Context: an optimization exercise on an open-source flow, tuned for small area. The choices shown serve that exercise and are no tape-out recipe. The RTL was checked by simulation tests, not by an equivalence proof against the original design.

==> flow/design.v (outline; a module is shown in full before it is edited, if it fits) <==
// module fa_c: 4 lines
// module ha_c: 4 lines
// module core: 3112 lines
module core(
            i_clk,
            i_rst,
            i_data,
            i_valid,
            o_data,
            o_valid
            );
  // ...
==> flow/run.sh <==
#!/bin/bash
# synth_recipe.tcl (not shown) runs the flow's synth.tcl, then flattens the netlist and writes it again
# the make line also repeats each setting of config.mk as NAME=value (left out here)
make -C /OpenROAD-flow-scripts/flow DESIGN_CONFIG=/design/flow/config.mk WORK_HOME=/design/flow/orfs CLKGATE_MAP_FILE= SYNTH_SCRIPT=/design/flow/synth_recipe.tcl finish
==> flow/config.mk <==
export PLATFORM = sky130hd
export DESIGN_NAME = core
export DESIGN_NICKNAME = core
export VERILOG_FILES = /design/flow/design.v
export SDC_FILE = /design/flow/constraint.sdc
export NUM_CORES = 4
export LEC_CHECK = 0
export ABC_AREA = 1
export CAP_MARGIN = 20
export CORE_MARGIN = 2
export CORE_UTILIZATION = 40
export SLEW_MARGIN = 20
export SYNTH_HIERARCHICAL = 1
export SYNTH_MINIMUM_KEEP_SIZE = 0
==> flow/constraint.sdc <==
create_clock -name core_clock -period 25.0 [get_ports {i_clk}]
set_input_delay 5.0000 -clock core_clock [delete_from_list [all_inputs] [get_ports {i_clk}]]
set_output_delay 5.0000 -clock core_clock [all_outputs]
set_load 0.01 [all_outputs]
==> reports/results.tsv, run 1 <==
stage	metric	value	unit
status	status	complete, no violations	
worst_setup_path	ff2ff_setup_slack	12160	ps
logic_synthesis	syn_avg_cell_area	11.2	µm²
final_layout	n_clock_buffer	112	
clocking	cts_buffers	83	
drt	top_layer_used	met4	
logic_synthesis	async_flop_share	8.91	%
logic_synthesis	synth_area_leaders	fa_1, edfxtp_1, nand2_1	
worst_setup_path	slowest_stage	clkdlybuf4s50_1	
final_layout	seq_cells	819	
worst_setup_path	cpPeakStageDelay	610	ps
final_layout	layout_commonest_cell	nand2_1	
clocking	cts_max_path_buffers	3	
drt	routedWlPerCell	20.5	µm
worst_setup_path	r2r-start	y_axis[0]	
worst_hold_path	whs_endpoint	kr[69][5]	
worst_setup_path	path_buf_inv	5	
final_layout	seq_share	37.5	%
final_layout	largest_register_ffs	576	
logic_synthesis	synth_seq_cells	819	
final_layout	final_layout_size_suffix_gt1_share	6.35	%
global_routing	use_met3	3.52	%
worst_setup_path	critPathMaxFanout	22	
logic_synthesis	synthSimpleGateAreaFrac	14.7	%
drt	first_pass_iters	6	
final_layout	buffers	99	
final_layout	multiInputGateArea	29200	µm²
logic_synthesis	ys_types	56	
drt	viasPerCell	5.17	
sta	tightest_slew	1060	ps
final_layout	largestClassByArea	multi-input combinational cells	
logic_synthesis	syn_inst	4741	
==> run 2: changes to the inputs <==
--- a/flow/design.v
+++ b/flow/design.v
@@ -26,33 +26,38 @@
 parameter  mul_plse  = 3;
 parameter  linear    = 4;
 localparam signed [21:0] MIN = 22'h200000;
 reg         [7:0] data_o_w, data_o_r;
 reg         o_valid_w, o_valid_r;
 reg         [  3:0] channel_count, next_channel_count;
 reg         [  1:0] x_axis       , next_x_axis;
 reg         [  1:0] y_axis       , next_y_axis;
-reg         [  5:0] x_image      , next_x_image;
-reg         [  5:0] y_image      , next_y_image;
+reg         [  5:0] next_x_image;
+reg         [  4:0] x_half;                        
+wire        [  5:0] x_image = {x_half, 1'b0};
+reg         [  5:0] next_y_image;
+reg         [  4:0] y_half;
+wire        [  5:0] y_image = {y_half, 1'b0};
 reg         [  2:0] state        , next_state;
 reg  signed [ 21:0] max_out      , next_max;
 reg         [  4:0] linear_count , next_linear_count;
 reg         [  3:0] outcha_count , next_outcha_count;
 reg         [  5:0] layer        , next_layer;
 reg         [  3:0] max_new      , next_max_new;
 reg         [  3:0] max_before   , next_max_before;
 reg  [7:0] kr [0:7][0:8];
 reg  [7:0] s0w [0:8];
 reg  [21:0] nP00, nP10, nP01, nP11;
 reg  [20:0] nQ00, nQ01;
 reg  [19:0] nQ10, nQ11;
 integer i, s;
 wire acc       = (state == image_in) && i_valid;
 wire px2       = (x_image != 0) || x_axis[1];
+wire qen       = px2 && (x_image != layer);   
 wire [1:0] ky0 = y_axis;                
 wire [1:0] ky1 = y_axis - 2'd1;         
 wire en0       = acc && (y_axis != 2'd3);
 wire en1       = acc && (y_axis != 2'd0);
 wire [7:0] ga0 = i_data[15:8] & {8{en0}};
 wire [7:0] gb0 = i_data[ 7:0] & {8{en0}};
 wire [7:0] ga1 = i_data[15:8] & {8{en1}};
 wire [7:0] gb1 = i_data[ 7:0] & {8{en1}};
@@ -2245,18 +2250,18 @@
 fa_c u351 (.a(n676), .b(n677), .c(n706), .s(n707), .co(n708));
 fa_c u352 (.a(n678), .b(n679), .c(n708), .s(n709), .co(n710));
 fa_c u353 (.a(n680), .b(n681), .c(n710), .s(n711), .co(n712));
 fa_c u354 (.a(n654), .b(n682), .c(n712), .s(n713), .co(n714));
 assign n715 = ~n714;
 assign s0_U1 = {n715, n713, n711, n709, n707, n705, n703, n701, n699, n697, n695, n693, n691, n689, n687, n685, n683};
 assign s0_m0 = px2 ? {s0_U0[15], s0_U0} : s0_T0;
 assign s0_m1 = px2 ? s0_U1 : {s0_T1[15], s0_T1};
-assign s0_q0 = s0_T0 | {17{~px2}};
-assign s0_q1 = s0_T1 | {16{~px2}};
+assign s0_q0 = s0_T0 | {17{~qen}};
+assign s0_q1 = s0_T1 | {16{~qen}};
 fa_c u355 (.a(nP00[16]), .b(~s0_m0[16]), .c(1'b1), .s(n721), .co(n722));
 assign n723 = ~nP00[17];
 assign n724 = ~nP00[18];
 assign n725 = ~nP00[19];
 assign n726 = ~nP00[20];
 fa_c u356 (.a(nP00[0]), .b(s0_m0[0]), .c(1'b1), .s(n727), .co(n728));
 fa_c u357 (.a(nP00[1]), .b(s0_m0[1]), .c(n728), .s(n729), .co(n730));
 fa_c u358 (.a(nP00[2]), .b(s0_m0[2]), .c(n730), .s(n731), .co(n732));
@@ -2718,18 +2723,18 @@
 fa_c u790 (.a(n1588), .b(n1589), .c(n1618), .s(n1619), .co(n1620));
 fa_c u791 (.a(n1590), .b(n1591), .c(n1620), .s(n1621), .co(n1622));
 fa_c u792 (.a(n1592), .b(n1593), .c(n1622), .s(n1623), .co(n1624));
 fa_c u793 (.a(n1566), .b(n1594), .c(n1624), .s(n1625), .co(n1626));
 assign n1627 = ~n1626;
 assign s1_U1 = {n1627, n1625, n1623, n1621, n1619, n1617, n1615, n1613, n1611, n1609, n1607, n1605, n1603, n1601, n1599, n1597, n1595};
 assign s1_m0 = px2 ? {s1_U0[15], s1_U0} : s1_T0;
 assign s1_m1 = px2 ? s1_U1 : {s1_T1[15], s1_T1};
-assign s1_q0 = s1_T0 | {17{~px2}};
-assign s1_q1 = s1_T1 | {16{~px2}};
+assign s1_q0 = s1_T0 | {17{~qen}};
+assign s1_q1 = s1_T1 | {16{~qen}};
 fa_c u794 (.a(nP01[16]), .b(~s1_m0[16]), .c(1'b1), .s(n1633), .co(n1634));
 assign n1635 = ~nP01[17];
 assign n1636 = ~nP01[18];
 assign n1637 = ~nP01[19];
 assign n1638 = ~nP01[20];
 fa_c u795 (.a(nP01[0]), .b(s1_m0[0]), .c(1'b1), .s(n1639), .co(n1640));
 fa_c u796 (.a(nP01[1]), .b(s1_m0[1]), .c(n1640), .s(n1641), .co(n1642));
 fa_c u797 (.a(nP01[2]), .b(s1_m0[2]), .c(n1642), .s(n1643), .co(n1644));
@@ -2830,17 +2835,25 @@
 fa_c u876 (.a(n1781), .b(n1782), .c(n1816), .s(n1817), .co(n1818));
 fa_c u877 (.a(nQ11[16]), .b(n1783), .c(n1818), .s(n1819), .co(n1820));
 fa_c u878 (.a(nQ11[17]), .b(n1784), .c(n1820), .s(n1821), .co(n1822));
 assign n1823 = ~nQ11[19] ^ nQ11[18] ^ n1822;
 assign n1824 = {n1823, n1821, n1819, n1817, n1815, n1813, n1811, n1809, n1807, n1805, n1803, n1801, n1799, n1797, n1795, n1793, n1791, n1789, n1787, n1785};
 wire [21:0] nsel = y_axis[0] ? (x_axis[0] ? nP11 : nP01)
                              : (x_axis[0] ? nP10 : nP00);
 wire signed [21:0] conv_out = ~nsel;
-wire conv_gt = conv_out > max_out;
+wire [21:0] cmp_y = {~max_out[21], max_out[20:0]};
+wire [21:0] cmp_x = {~nsel[21], nsel[20:0]};
+wire [22:0] cmp_c;
+assign cmp_c[0] = 1'b1;
+genvar gi;
+generate for (gi = 0; gi < 22; gi = gi + 1) begin : g_cmp
+    assign cmp_c[gi+1] = (cmp_y[gi] & cmp_x[gi]) | (cmp_y[gi] & cmp_c[gi]) | (cmp_x[gi] & cmp_c[gi]);
+end endgenerate
+wire conv_gt = ~cmp_c[22];
 assign o_data  = data_o_r;
 assign o_valid = o_valid_r;
 always @(*)
 begin
     next_max        = max_out;
     o_valid_w       = 0;
     data_o_w        = 0;
     next_max_new    = max_new;
@@ -3058,63 +3071,48 @@
 begin
     if (state == idle || state == linear)
     begin
         nP00 <= {22{1'b1}}; nP10 <= {22{1'b1}}; nP01 <= {22{1'b1}}; nP11 <= {22{1'b1}};
         nQ00 <= {21{1'b1}}; nQ01 <= {21{1'b1}}; nQ10 <= {20{1'b1}}; nQ11 <= {20{1'b1}};
     end
     else if (tile_end)
     begin
-        if (x_image != layer)
-        begin
-            nP00 <= {nQ00[20], nQ00};      nP01 <= {nQ01[20], nQ01};
-            nP10 <= {{2{nQ10[19]}}, nQ10}; nP11 <= {{2{nQ11[19]}}, nQ11};
-        end
-        else
-        begin
-            nP00 <= {22{1'b1}}; nP10 <= {22{1'b1}}; nP01 <= {22{1'b1}}; nP11 <= {22{1'b1}};
-        end
+        nP00 <= {nQ00[20], nQ00};      nP01 <= {nQ01[20], nQ01};
+        nP10 <= {{2{nQ10[19]}}, nQ10}; nP11 <= {{2{nQ11[19]}}, nQ11};
         nQ00 <= {21{1'b1}}; nQ01 <= {21{1'b1}}; nQ10 <= {20{1'b1}}; nQ11 <= {20{1'b1}};
     end
     else
     begin
         nP00 <= n770; nP10 <= n820; nP01 <= n1682; nP11 <= n1732;
         nQ00 <= n867; nQ10 <= n912; nQ01 <= n1779; nQ11 <= n1824;
     end
 end
 always@(posedge i_clk or negedge i_rst)
 begin
     if (!i_rst)
     begin
-        data_o_r      <= 0;
         o_valid_r     <= 0;
         state         <= 0;
-        x_axis        <= 0;
-        y_axis        <= 0;
-        x_image       <= 0;
-        y_image       <= 0;
-        channel_count <= 1;
-        max_out       <= 0;
         layer         <= 0;
-        linear_count  <= 0;
-        outcha_count  <= 0;
-        max_new       <= 0;
-        max_before    <= 0;
     end
     else
     begin
-        data_o_r      <= data_o_w;
         o_valid_r     <= o_valid_w;
         state         <= next_state;
-        x_axis        <= next_x_axis;
-        y_axis        <= next_y_axis;
-        x_image       <= next_x_image;
-        y_image       <= next_y_image;
-        channel_count <= next_channel_count;
-        max_out       <= next_max;
         layer         <= next_layer;
-        linear_count  <= next_linear_count;
-        outcha_count  <= next_outcha_count;
-        max_new       <= next_max_new;
-        max_before    <= next_max_before;
     end
 end
+always@(posedge i_clk)
+begin
+    data_o_r      <= data_o_w;
+    x_axis        <= next_x_axis;
+    y_axis        <= next_y_axis;
+    x_half        <= next_x_image[5:1];
+    y_half        <= next_y_image[5:1];
+    channel_count <= next_channel_count;
+    max_out       <= next_max;
+    linear_count  <= next_linear_count;
+    outcha_count  <= next_outcha_count;
+    max_new       <= next_max_new;
+    max_before    <= next_max_before;
+end
 endmodule
--- a/flow/config.mk
+++ b/flow/config.mk
@@ -4,11 +4,13 @@
 export VERILOG_FILES = /design/flow/design.v
 export SDC_FILE = /design/flow/constraint.sdc
 export NUM_CORES = 4
 export LEC_CHECK = 0
 export ABC_AREA = 1
 export CAP_MARGIN = 20
 export CORE_MARGIN = 2
 export CORE_UTILIZATION = 40
+export CTS_CLUSTER_DIAMETER = 70
+export CTS_CLUSTER_SIZE = 32
 export SLEW_MARGIN = 20
 export SYNTH_HIERARCHICAL = 1
 export SYNTH_MINIMUM_KEEP_SIZE = 0
==> run 2 against run 1 <==
Against the previous run:
- routed wire length is 1.7% lower
- die area is 1.5% lower
- sequential share of layout area is 1.6 points higher
- utilization is 0.68 points lower
- non-clock buffer count is 7 higher
- sequential cell count stayed put
==> reports/results.tsv, run 2 <==
stage	metric	value	unit	change
global_routing	grt_pass1_vias	33919		
global_routing	grt_util_all_layers	20.0	%	
sta	setup_viol	0		
sta	clock_skew	76.2	ps	
placement	dp_cells	6361		
logic_synthesis	synth_area_leaders	fa_1, edfxtp_1, nand2_1		
logic_synthesis	synth_compound_area_share	3.86	%	
final_layout	layout_commonest_cell	nand2_1		
logic_synthesis	netlist_area	52300	µm²	
drt	dr_total_vias	32941		
sta	max_freq	0.0612	GHz	
clocking	root_buffer	clkbuf_16		
global_routing	overflow	0		
final_layout	largest-register	kr		
worst_setup_path	critPathMaxFanout	22		unchanged
logic_synthesis	synth_top_family_by_area	adder cells		
worst_setup_path	cpMostUsedCell	fa_1		
sta	maxSlewViolCount	0		
logic_synthesis	ys_top_cells_by_count	nand2_1, fa_1, edfxtp_1, inv_1, nor2_1		
final_layout	fin_cells	6446		
worst_setup_path	worstSetupStartpointType	input port		
sta	fin_setup_tns	0	ps	
logic_synthesis	synthSimpleGateAreaFrac	15.3	%	+0.66 points
logic_synthesis	synth_edf_count	561		
logic_synthesis	async_flop_share	0.977	%	-7.9 points
worst_setup_path	cp.required	25520	ps	
worst_setup_path	cpPeakStageDelay	740	ps	+130 ps
worst_setup_path	r2r_cells	37		
worst_hold_path	hp-class	flip-flop to flip-flop		
worst_setup_path	ff2ff_setup_slack	11850	ps	-310 ps
clocking	clkTransAtPathRegs	120	ps	
final_layout	final_cell_area	56400	µm²	
final_layout	layout_common_cells	nand2_1, fa_1, edfxtp_1		
drt	viasPerCell	5.11		-1.2%
worst_setup_path	critPathArrivalTime	16850	ps	
global_routing	grt_pass1_wl	206000	µm	
placement	io_buffers	27		
clocking	hold_buffers	0		
sta	hold_violations	0		
placement	dpl_cell_area	54800	µm²	
drt	first_pass_iters	6		unchanged
logic_synthesis	synth_seq_cells	819		unchanged
drt	ant_nets	0		
worst_hold_path	hold_path_depth	0		
logic_synthesis	synthMuxAreaShare	0	%	
logic_synthesis	syn_avg_cell_area	11.2	µm²	-0.24%
clocking	cts_tree	done		
floorplanning	chipWidth	366	µm	
sta	rsz0062_at_grt	no		
logic_synthesis	synth_seq_area_share	42.1	%	
logic_synthesis	syn_inst	4681		-1.3%
floorplanning	ios	28		
clocking	cts-resized-gates	0		
logic_synthesis	yosys.area_share.xor_xnor	0.435	%	
final_layout	largest_register_ffs	576		unchanged
logic_synthesis	yosysTopAreaCell	fa_1		
floorplanning	core	130000	µm²	
sta	relSlewSlack	29.6	%	
logic_synthesis	synth_top_area_share	33.1	%	
clocking	cts_max_path_buffers	3		unchanged
floorplanning	start_util	40.4	%	
clocking	cts.sinks	819		
clocking	clk_latency	680	ps	
global_routing	grt_max_degree	195		
sta	period_share	65.3	%	
sta	whs	395	ps	
final_layout	final_layout_size_suffix_gt1_share	5.65	%	-0.70 points
floorplanning	std_cell_rows	132		
placement	dp_hpwl	94800	µm	
drt	drc	0		
status	status	complete, no violations		
clocking	postCtsSetupBuffers	0		
sta	tightest_slew	1060	ps	-1.82 ps
final_layout	antenna_cells	0		
clocking	cts_buffers	46		-45%
drt	finalWirelength	133000	µm	
logic_synthesis	synth-warning-count	9		
logic_synthesis	synth_adder_area_share	34.0	%	
final_layout	area_growth	7.77	%	
sta	period_minus_slack	16330	ps	
placement	gp_congestion	0.879		
floorplanning	fp.dieH	366	µm	
drt	dr.first_iter.drc_count	2935		
final_layout	finalNetCount	5589		
logic_synthesis	ys_types	46		-18%
worst_setup_path	slowest_stage	clkdlybuf4s50_1		
flow_run	cap_viol_max_count	0		
logic_synthesis	synth.most_common_cell	nand2_1		
final_layout	fillers	12090		
floorplanning	die_area	134000	µm²	
worst_setup_path	path_class	input port to flip-flop		
global_routing	grt_antenna_before_repair	0		
drt	routedWlPerCell	20.6	µm	+0.22%
logic_synthesis	ys.flop_type	edfxtp_1		
clocking	htreeDepth	2		
worst_setup_path	crit_path_end_kind	flip-flop		
## run 2: final cells by class
class | count | area (µm²) | area share [%]
multi-input cells | 3362 | 28400 | 50.3
flip-flops and latches | 819 | 22100 | 39.1
well taps | 1742 | 2180 | 3.86
inverters | 332 | 1250 | 2.21
clock buffers | 53 | 1180 | 2.09
repair buffers | 106 | 892 | 1.58
clock inverters | 32 | 465 | 0.825
## run 2: kinds of logic (layout without fill, tap and decap cells)
group,Yosys count,count (layout)
fa+ha+maj,903,903
simple gates,1979,1979
flops,819,819
xor+xnor,26,26
other cells,1,80
buf+inv,579,523
compound gates,374,374
## run 2: worst paths after layout
kind	start	end
worst max-delay path	i_valid	nP00[21]
worst min-delay path	kr[61][4]	kr[70][4]
worst max register to register	y_axis[0]	nP00[21]
worst min register to register	kr[61][4]	kr[70][4]
max in group asynchronous	i_rst	layer[2]
min in group asynchronous	i_rst	o_valid_r
## run 2: metrics by stage
| step | worst slack, ps | utilization (%) |
|---|---|---|
| 5_1_grt | 8340 | 43.5 |
| 3_3_place_gp | 8300 | 42.2 |
| 3_5_place_dp | 8110 | 42.2 |
| 2_1_floorplan | 4410 | - |
| 4_1_cts | 8770 | 43.5 |
| 6_report | 8670 | 43.5 |
## run 2: critical path, delay by kind of cell
kind                     cells  cell delay [ps]
AO/OA/AOI/OAI                1              140
adder cells (fa/ha/maj)     22             9130
buffers and inverters        5             1600
AND/OR/NAND/NOR              6              910
## run 2: layer usage
layer | share of wire [%] | global-route usage [%] | vias up
li1 | - | - | 14662
met1 | 44 | 28.8 | 16907
met2 | 45 | 30.3 | 1184
met3 | 7.3 | 3.53 | 188
met4 | 4.1 | 7.42 | 0
met5 | 0 | 0 | -
## run 2: per-module statistics from Yosys (local to each module, per instance)
| module | flip-flops and latches | copies in the design | cell area (µm²) |
|---|---|---|---|
| core | 819 | 1 | 34900 |
| fa_c | 0 | 862 | 20.0 |
| ha_c | 0 | 16 | 12.5 |
==> run 3: changes to the inputs <==
==> flow/flow/run.sh (new file) <==
#!/bin/bash
# Own layout flow: the standard synthesis, its glue logic mapped again by
# ABC (flow/untie.py, flow/remap.ys), then the standard layout with a
# clock tree built without dummy loads.  Each tool's output goes to a log
# file in the work folder.
set -euo pipefail
W=$PWD
R=$W/orfs/results/${FLOW_PLATFORM:-sky130hd}/core/base
LIB=$FLOW_HOME/platforms/sky130hd/lib/sky130_fd_sc_hd__tt_025C_1v80.lib
YOSYS=$FLOW_HOME/../tools/install/yosys/bin/yosys
[[ -x $YOSYS ]] || YOSYS=yosys

bash standard.sh synth > log_1_synth.txt 2>&1

cp "$R/1_2_yosys.v" std_synth.v
python3 flow/untie.py std_synth.v std_untied.v 2> log_2_untie.txt
sed -e "s#@LIB@#$LIB#g" -e "s#@FLOW@#$W/flow#g" flow/remap.ys > remap.ys
"$YOSYS" -s remap.ys > log_2_remap.txt 2>&1
cp remapped.v "$R/1_2_yosys.v"
rm -f "$R/1_synth.odb" "$R/1_synth.sdc"

bash standard.sh \
  "CTS_ARGS=-sink_clustering_enable -repair_clock_nets -dont_use_dummy_load -sink_clustering_size 30 -sink_clustering_max_diameter 70" \
  finish > log_3_layout.txt 2>&1
==> flow/flow/abc.constr (new file) <==
set_driving_cell sky130_fd_sc_hd__buf_1
set_load 5
==> flow/flow/abc.script (new file) <==
strash
&get -n
&fraig -x
&put
scorr
dc2
dretime
strash
&get -n
&dch -f
&nf
&put
buffer -c
upsize -c
dnsize -c
==> flow/flow/remap.ys (new file) <==
# Re-maps the glue logic of the standard synthesis netlist (std_untied.v, the
# standard netlist with its tied full adders opened up by untie.py) with ABC.  Registers, full/half adders and tie cells are
# kept as they are (same instances and names); everything else is flattened
# to logic and mapped again.  Writes the netlist to remapped.v.
read_liberty -ignore_miss_func @LIB@
read_verilog std_untied.v
hierarchy -top core
setattr -mod -set keep_hierarchy 1 sky130_fd_sc_hd__*df* sky130_fd_sc_hd__*dl* sky130_fd_sc_hd__fa_* sky130_fd_sc_hd__ha_* sky130_fd_sc_hd__conb_*
flatten
techmap
opt -fast
opt_clean -purge
abc -script @FLOW@/abc.script -constr @FLOW@/abc.constr -D 25000 -liberty @LIB@ -dont_use sky130_fd_sc_hd__probe_p_8 -dont_use sky130_fd_sc_hd__probec_p_8 -dont_use sky130_fd_sc_hd__lpflow_bleeder_1 -dont_use sky130_fd_sc_hd__lpflow_clkbufkapwr_1 -dont_use sky130_fd_sc_hd__lpflow_clkbufkapwr_16 -dont_use sky130_fd_sc_hd__lpflow_clkbufkapwr_2 -dont_use sky130_fd_sc_hd__lpflow_clkbufkapwr_4 -dont_use sky130_fd_sc_hd__lpflow_clkbufkapwr_8 -dont_use sky130_fd_sc_hd__lpflow_clkinvkapwr_1 -dont_use sky130_fd_sc_hd__lpflow_clkinvkapwr_16 -dont_use sky130_fd_sc_hd__lpflow_clkinvkapwr_2 -dont_use sky130_fd_sc_hd__lpflow_clkinvkapwr_4 -dont_use sky130_fd_sc_hd__lpflow_clkinvkapwr_8 -dont_use sky130_fd_sc_hd__lpflow_decapkapwr_12 -dont_use sky130_fd_sc_hd__lpflow_decapkapwr_3 -dont_use sky130_fd_sc_hd__lpflow_decapkapwr_4 -dont_use sky130_fd_sc_hd__lpflow_decapkapwr_6 -dont_use sky130_fd_sc_hd__lpflow_decapkapwr_8 -dont_use sky130_fd_sc_hd__lpflow_inputiso0n_1 -dont_use sky130_fd_sc_hd__lpflow_inputiso0p_1 -dont_use sky130_fd_sc_hd__lpflow_inputiso1n_1 -dont_use sky130_fd_sc_hd__lpflow_inputiso1p_1 -dont_use sky130_fd_sc_hd__lpflow_inputisolatch_1 -dont_use sky130_fd_sc_hd__lpflow_isobufsrc_1 -dont_use sky130_fd_sc_hd__lpflow_isobufsrc_16 -dont_use sky130_fd_sc_hd__lpflow_isobufsrc_2 -dont_use sky130_fd_sc_hd__lpflow_isobufsrc_4 -dont_use sky130_fd_sc_hd__lpflow_isobufsrc_8 -dont_use sky130_fd_sc_hd__lpflow_isobufsrckapwr_16 -dont_use sky130_fd_sc_hd__lpflow_lsbuf_lh_hl_isowell_tap_1 -dont_use sky130_fd_sc_hd__lpflow_lsbuf_lh_hl_isowell_tap_2 -dont_use sky130_fd_sc_hd__lpflow_lsbuf_lh_hl_isowell_tap_4 -dont_use sky130_fd_sc_hd__lpflow_lsbuf_lh_isowell_4 -dont_use sky130_fd_sc_hd__lpflow_lsbuf_lh_isowell_tap_1 -dont_use sky130_fd_sc_hd__lpflow_lsbuf_lh_isowell_tap_2 -dont_use sky130_fd_sc_hd__lpflow_lsbuf_lh_isowell_tap_4 
opt_clean -purge
hilomap -singleton -hicell sky130_fd_sc_hd__conb_1 HI -locell sky130_fd_sc_hd__conb_1 LO
select core
write_verilog -noattr -noexpr -nohex -nodec -selected remapped.v
==> flow/flow/untie.py (new file) <==
#!/usr/bin/env python3
"""Replaces each full adder cell with an input tied to 1 by a tie cell by the
two gates it computes (x + y + 1: sum ~(x^y), carry x|y), and drops the tie
cell, so that ABC maps them in the remap step.  usage: untie.py IN OUT"""
import re, sys
txt = open(sys.argv[1]).read()
cell_re = re.compile(r'^\s*(sky130_fd_sc_hd__\w+)\s+(\S+)\s*\((.*?)\);\n', re.S | re.M)
pin_re = re.compile(r'\.(\w+)\(\s*([^()]*?)\s*\)')
cells = [(m, m.group(1), dict(pin_re.findall(m.group(3)))) for m in cell_re.finditer(txt)]
hi = {}
for m, t, p in cells:
    if t == 'sky130_fd_sc_hd__conb_1' and 'HI' in p and 'LO' not in p:
        hi[p['HI']] = m
uses = {}
for m, t, p in cells:
    for k, v in p.items():
        if v in hi and t != 'sky130_fd_sc_hd__conb_1':
            uses.setdefault(v, []).append((m, t, k))
edits = []
n = 0
for net, lst in uses.items():
    done = 0
    for m, t, k in lst:
        if t != 'sky130_fd_sc_hd__fa_1': continue
        p = dict(pin_re.findall(m.group(3)))
        xs = [p[x] for x in ('A', 'B', 'CIN') if x != k]
        if any(x in hi for x in xs): continue
        rep = (f"  assign {p['SUM']} = ~( {xs[0]} ^ {xs[1]} ) ;\n"
               f"  assign {p['COUT']} = {xs[0]} | {xs[1]} ;\n")
        edits.append((m.start(), m.end(), rep))
        done += 1
    n += done
    if done == len(lst):
        hm = hi[net]
        edits.append((hm.start(), hm.end(), ""))
for s, e, r in sorted(edits, reverse=True):
    txt = txt[:s] + r + txt[e:]
open(sys.argv[2], 'w').write(txt)
print(f"untied {n} full adders", file=sys.stderr)
==> flow/standard.sh (new file) <==
#!/bin/bash
# synth_recipe.tcl (not shown) runs the flow's synth.tcl, then flattens the netlist and writes it again
# the make line also repeats each setting of config.mk as NAME=value (left out here)
make -C /OpenROAD-flow-scripts/flow DESIGN_CONFIG=/design/flow/config.mk WORK_HOME=/design/flow/orfs CLKGATE_MAP_FILE= SYNTH_SCRIPT=/design/flow/synth_recipe.tcl "${@:-finish}"
--- a/flow/config.mk
+++ b/flow/config.mk
@@ -9,8 +9,6 @@
 export CAP_MARGIN = 20
 export CORE_MARGIN = 2
 export CORE_UTILIZATION = 40
-export CTS_CLUSTER_DIAMETER = 70
-export CTS_CLUSTER_SIZE = 32
 export SLEW_MARGIN = 20
 export SYNTH_HIERARCHICAL = 1
 export SYNTH_MINIMUM_KEEP_SIZE = 0
removed: flow/run.sh
==> run 3 against run 2 <==
Against the previous run:
- via count fell by 2.8%
- maximum frequency fell by 1.1%
- routed wire length rose by 4.5%
- area after synthesis fell by 1.7%
- first-iteration DRC count rose by 16%
- critical path depth fell by 1
- clock skew fell by 7.1 ps
==> reports/results.tsv, run 3 <==
stage	metric	value	unit	change
drt	routedWlPerCell	24.4	µm	+18%
worst_setup_path	worstSetupStartpointType	input port		
drt	dr_total_vias	32027		-2.8%
sta	fin_setup_tns	0	ps	unchanged
clocking	clk_latency	640	ps	-40 ps
worst_hold_path	hp-class	flip-flop to flip-flop		
worst_setup_path	cp.required	25500	ps	-20 ps
final_layout	antenna_cells	0		unchanged
final_layout	final_layout_size_suffix_gt1_share	7.52	%	+1.9 points
sta	tightest_slew	1100	ps	+44.4 ps
final_layout	finalNetCount	4873		-13%
worst_setup_path	cpPeakStageDelay	830	ps	+90 ps
global_routing	grt_pass1_vias	33491		-1.3%
sta	maxSlewViolCount	0		unchanged
clocking	cts-resized-gates	0		unchanged
floorplanning	start_util	40.3	%	-0.068 points
sta	clock_skew	69.0	ps	-7.14 ps
final_layout	area_growth	6.47	%	
sta	relSlewSlack	26.6	%	-3.0 points
floorplanning	ios	28		unchanged
clocking	cts_buffers	47		+2.2%
final_layout	largest_register_ffs	576		unchanged
clocking	clkTransAtPathRegs	110	ps	about the same
placement	io_buffers	27		unchanged
global_routing	grt_max_degree	176		-9.7%
clocking	root_buffer	clkbuf_16		
worst_setup_path	path_class	input port to flip-flop		
floorplanning	fp.dieH	363	µm	-0.84%
flow_run	cap_viol_max_count	0		unchanged
placement	gp_congestion	0.953		+8.4%
sta	period_share	66.0	%	+0.73 points
clocking	cts.sinks	819		unchanged
sta	period_minus_slack	16510	ps	+184 ps
logic_synthesis	syn_avg_cell_area	12.5	µm²	+12%
clocking	htreeDepth	2		unchanged
logic_synthesis	netlist_area	51500	µm²	-1.7%
drt	drc	0		unchanged
drt	ant_nets	0		unchanged
placement	dp_cells	5644		-11%
status	status	complete, no violations		
floorplanning	std_cell_rows	131		-0.76%
final_layout	regArea	22100	µm²	unchanged
sta	max_freq	0.0606	GHz	-1.1%
clocking	hold_buffers	0		unchanged
drt	finalWirelength	139000	µm	+4.5%
drt	viasPerCell	5.63		+10%
final_layout	multiInputGateArea	28200	µm²	-0.69%
drt	first_pass_iters	6		unchanged
final_layout	fin_cells	5691		-12%
sta	hold_violations	0		unchanged
final_layout	largest-register	kr		
global_routing	grt_antenna_before_repair	2		+2
final_layout	layout_commonest_cell	nand2_1		
global_routing	grt_util_all_layers	21.5	%	+1.5 points
drt	dr.first_iter.drc_count	3394		+16%
clocking	postCtsSetupBuffers	0		unchanged
worst_setup_path	crit_path_end_kind	flip-flop		
worst_setup_path	cpMostUsedCell	fa_1		
floorplanning	chipWidth	363	µm	-0.84%
sta	setup_viol	0		unchanged
final_layout	layout_common_cells	nand2_1, fa_1, edfxtp_1		
logic_synthesis	synth-warning-count	9		unchanged
clocking	cts_tree	done		
clocking	cts_max_path_buffers	3		unchanged
worst_setup_path	slowest_stage	and2_1		
global_routing	overflow	0		unchanged
floorplanning	die_area	132000	µm²	-1.7%
logic_synthesis	syn_inst	4120		-12%
worst_setup_path	critPathArrivalTime	17010	ps	+160 ps
floorplanning	core	128000	µm²	-1.5%
sta	rsz0062_at_grt	no		
final_layout	fillers	11720		-3.1%
placement	dp_hpwl	101000	µm	+6.8%
worst_setup_path	critPathMaxFanout	49		+120%
global_routing	grt_pass1_wl	213000	µm	+3.6%
run 3: path summary, 6_finish.rpt:
path	startpoint	endpoint	slack, ps	depth (start not counted)
worst min register to register	kr[43][5]	kr[52][5]	380	0
min in group asynchronous	i_rst	layer[0]	4690	1
worst max-delay path	i_valid	nP11[21]	8490	33
worst max register to register	y_axis[0]	nP10[21]	11690	37
max in group asynchronous	i_rst	layer[3]	20020	1
worst min-delay path	kr[43][5]	kr[52][5]	380	0
run 3: through the flow:
stage               area [µm²]  util, %  setup slack, ps  hold slack [ps]
CTS                      54800     42.9             8630              384
detailed placement       53600     42.0             7970              405
global route             54800     42.9             8060              387
floorplan                51500        -             3390              400
finish                   54800     42.9             8490              381
global placement         53600     42.0             8100              400
run 3: area by class of cell:
| type | instances | area share, % |
|---|---|---|
| Timing Repair Buffer | 129 | 1.92 |
| Sequential cell | 819 | 40.3 |
| Clock buffer | 47 | 2.15 |
| Inverter | 62 | 0.425 |
| Tap cell | 1662 | 3.80 |
| Multi-Input combinational cell | 2972 | 51.5 |
run 3: worst max-delay path: cells and delay by family:
| family | cells | cell delay [ps] |
|---|---|---|
| AO/OA/AOI/OAI | 1 | 90 |
| XOR/XNOR | 1 | 150 |
| adder cells (fa/ha/maj) | 22 | 9030 |
| buffers and inverters | 3 | 1150 |
| AND/OR/NAND/NOR | 6 | 1500 |
run 3: metal layers:
layer / vias up / GRT usage (%) / part of all wire [%]
met2: 1374 / 32.0 / 44
met1: 16716 / 30.4 / 43
li1: 13609 / - / -
met4: 4 / 9.16 / 4.9
met3: 324 / 4.65 / 8.9
met5: - / 0 / 0.019

[separate check: timing with driven ports]
No port has a modelled driver above. Below, the same layouts with a new extraction and two added sets of constraints. Step 1, drivers: a clkbuf_16 drives i_clk and a buf_2 each remaining input, both assumed. Step 2 adds t to the input delays and takes it off the output delays; t is the mean of the earliest and latest rising clock arrival at the registers after step 1. Input paths then give back, and output paths get back, about the clock's delay inside the block. Three values: ideal, step 1, step 2; two values: the first two.
run	t (ns)	setup WS [ns]	worst setup path after step 2	worst data-port slew with drivers (ns)	pins driven straight from the clock port
run 1	0.725	8.647 / 8.679 / 7.954	input to register	0.04	1
run 2	0.708	8.672 / 8.681 / 7.973	input to register	0.06	1
run 3	0.684	8.488 / 8.540 / 7.855	input to register	0.07	1
After both steps setup and hold are still met in every run listed. For run 2, which loses most, drivers alone change the setup slack by +0.009 ns; drivers and shift together by -0.699 ns.
